What follows belongs to an exercise in optimizing a design on an open flow for small area; a production flow would make more cautious choices.
Only simulation tests tie the RTL to the original design; equivalence was not proved.
Power is estimated from default activity; no workload was simulated.

==> flow/design.v (excerpt) <==
module tv80s ( 
  m1_n, mreq_n, iorq_n, rd_n, wr_n, rfsh_n, halt_n, busak_n, A, data_out,
  reset_n, clk, wait_n, int_n, nmi_n, busrq_n, data_in
  );
  parameter Mode = 0;     
  parameter T2Write = 1;  
  parameter IOWait  = 1;  
  input         reset_n; 
  input         clk; 
  input         wait_n; 
  input         int_n; 
  input         nmi_n; 
  input         busrq_n; 
  output        m1_n; 
  output        mreq_n; 
  output        iorq_n; 
  output        rd_n; 
  output        wr_n; 
  output        rfsh_n; 
  output        halt_n; 
  output        busak_n; 
  output [15:0] A;
  input [7:0]   data_in;
  output [7:0]  data_out;
  reg           mreq_n; 
  reg           iorq_n; 
  reg           rd_n; 
  reg           wr_n; 
  wire          cen;
  wire          intcycle_n;
  wire          no_read;
  wire          write;
  wire          iorq;
  reg [7:0]     data_in_reg;
  wire [6:0]    mcycle;
  wire [6:0]    tstate;
  assign    cen = 1;
  tv80_core #(Mode, IOWait) i_tv80_core
    (
     .cen (cen),
     .m1_n (m1_n),
     .iorq (iorq),
     .no_read (no_read),
     .write (write),
     .rfsh_n (rfsh_n),
     .halt_n (halt_n),
     .wait_n (wait_n),
     .int_n (int_n),
     .nmi_n (nmi_n),
     .reset_n (reset_n),
     .busrq_n (busrq_n),
     .busak_n (busak_n),
     .clk (clk),
     .IntE (),
     .stop (),
     .A (A),
     .dinst (data_in),
     .data_in (data_in_reg),
     .data_out (data_out),
     .mc (mcycle),
     .ts (tstate),
     .intcycle_n (intcycle_n)
     );  
  always @(posedge clk)
    begin
      if (!reset_n)
        begin
          rd_n   <= 1'b1;
          wr_n   <= 1'b1;
          iorq_n <= 1'b1;
          mreq_n <= 1'b1;
          data_in_reg <= 0;
        end
      else
        begin
          rd_n <= 1'b1;
          wr_n <= 1'b1;
          iorq_n <= 1'b1;
          mreq_n <= 1'b1;
          if (mcycle[0])
            begin
              if (tstate[1] || (tstate[2] && wait_n == 1'b0))
                begin
                  rd_n <= ~ intcycle_n;
                  mreq_n <= ~ intcycle_n;
                  iorq_n <= intcycle_n;
                end
              if (tstate[3])
            mreq_n <= 1'b0;
            end  
          else
            begin
  ...
export LEC_CHECK = 0
export CAP_MARGIN = 20
export CORE_MARGIN = 2
export CORE_UTILIZATION = 40
export SLEW_MARGIN = 20
create_clock -name core_clock -period 10.0 [get_ports {clk}]
run.sh (not shown) runs the stock make flow with config.mk's settings and CLKGATE_MAP_FILE= SYNTH_SCRIPT=/design/flow/synth_recipe.tcl, a recipe that flattens the netlist after the stock synthesis.
The first run ran to the end with no violations.
Change:
==> flow/flow/run.sh (new file) <==
#!/bin/bash
# Standard synthesis, then an area-oriented re-mapping of the combinational
# logic only (flip-flops keep their names and cell types), then the standard
# layout steps.
set -euo pipefail
HERE=$(pwd)
R=$HERE/orfs/results/$FLOW_PLATFORM/tv80s/base
EXTRA=$(cat flow/extra_make_args 2>/dev/null || true)

bash standard.sh synth > $HERE/1_standard_synth.log 2>&1
cp $R/1_2_yosys.v $HERE/1_2_yosys.standard.v

export REMAP_LIB=$FLOW_HOME/platforms/$FLOW_PLATFORM/lib/sky130_fd_sc_hd__tt_025C_1v80.lib
export REMAP_IN=$HERE/1_2_yosys.standard.v
export REMAP_OUT=$HERE/1_2_yosys.remap.v
export REMAP_TOP=$FLOW_TOP
export REMAP_SCRIPT=$HERE/flow/remap.abc
export REMAP_DONT_USE="$(sed -n '/^export DONT_USE_CELLS += /,/^$/p' $FLOW_HOME/platforms/$FLOW_PLATFORM/config.mk | tr -d '\\' | sed 's/export DONT_USE_CELLS +=//' | grep -o 'sky130_[A-Za-z0-9_]*' | tr '\n' ' ')"
yosys -c flow/remap.tcl > $HERE/1_remap.log 2>&1

# the remapped netlist replaces the standard one; make then rebuilds only 1_synth.odb
cp $REMAP_OUT $R/1_2_yosys.v
rm -f $R/1_synth.odb $R/1_synth.sdc
bash standard.sh $EXTRA synth > $HERE/1_odb.log 2>&1
bash standard.sh $EXTRA finish > $HERE/2_finish.log 2>&1
==> flow/flow/remap.abc (new file) <==
strash
&get -n
&deepsyn -T 120
&put
dch -f
map -D 5000
topo
==> flow/flow/remap.tcl (new file) <==
# Re-map the combinational logic of the standard synthesis netlist with an
# area-oriented ABC script. Flip-flops (and their instance names and cell
# types) are kept exactly as the standard synthesis made them.
yosys -import
set lib $::env(REMAP_LIB)
read_liberty -ignore_miss_func $lib
read_verilog $::env(REMAP_IN)
hierarchy -top $::env(REMAP_TOP)
setattr -mod -set keep_hierarchy 1 sky130_fd_sc_hd__df* sky130_fd_sc_hd__edf* sky130_fd_sc_hd__sdf* sky130_fd_sc_hd__dl* sky130_fd_sc_hd__conb*
tee -o $::env(REMAP_OUT).before.stat stat
flatten
opt_clean -purge
set dontuse {}
foreach c $::env(REMAP_DONT_USE) { lappend dontuse -dont_use $c }
abc -liberty $lib {*}$dontuse -script $::env(REMAP_SCRIPT) $::env(REMAP_TOP)
opt_clean -purge
hilomap -singleton -hicell sky130_fd_sc_hd__conb_1 HI -locell sky130_fd_sc_hd__conb_1 LO $::env(REMAP_TOP)
splitnets
opt_clean -purge
tee -o $::env(REMAP_OUT).after.stat stat
select $::env(REMAP_TOP)
write_verilog -noattr -noexpr -nohex -nodec -selected $::env(REMAP_OUT)
==> flow/standard.sh (new file) <==
#!/bin/bash
# synth_recipe.tcl (not shown) runs the flow's synth.tcl, then flattens the netlist and writes it again
# the make line also repeats each setting of config.mk as NAME=value (left out here)
make -C /OpenROAD-flow-scripts/flow DESIGN_CONFIG=/design/flow/config.mk WORK_HOME=/design/flow/orfs CLKGATE_MAP_FILE= SYNTH_SCRIPT=/design/flow/synth_recipe.tcl "${@:-finish}"
removed: flow/run.sh
After rerunning: The new run went through all stages and came out clean. Worst hold slack is about the same. Clock-buffer cell count came out lower by 9. Global-route usage increases by 0.65 points. Utilization went up by 3.0 points. Total power decreases by well over a third. Setup slack is worse by 0.23 ns. Combinational power drops by well over a third. Final area decreases by a quarter to a third. Final cell count decreases by about a fifth. Die area went down by a quarter to a third. Maximum frequency is lower by a few percent.

## afterwards: timing with drivers on the ports
The results above use ideal ports. As a check the final layouts listed here were re-extracted and re-timed, cells and wires unchanged.
Step 1: set_driving_cell puts a clkbuf_16 on clk and a buf_2 on each other input, an assumption about the parent block.
Step 2 moves the port delays by t, midway between the first and last clock arrival at a register: inputs arrive t later, outputs are due t later. That takes back most of the time a late clock gives input paths.
Three values: no drivers, after step 1, after step 2; two values: the first two.
run | t (ns) | setup WS [ns] | hold WS [ns] | worst setup path after step 2 | worst slew at a driven data input, ns
the first run | 0.697 | 1.293 / 1.293 / 1.293 | 0.456 / 0.456 / 0.456 | register to register | 0.09
the second run | 0.667 | 1.059 / 1.060 / 1.060 | 0.453 / 0.453 / 0.453 | register to register | 0.07
After both steps every run listed still meets setup and hold.
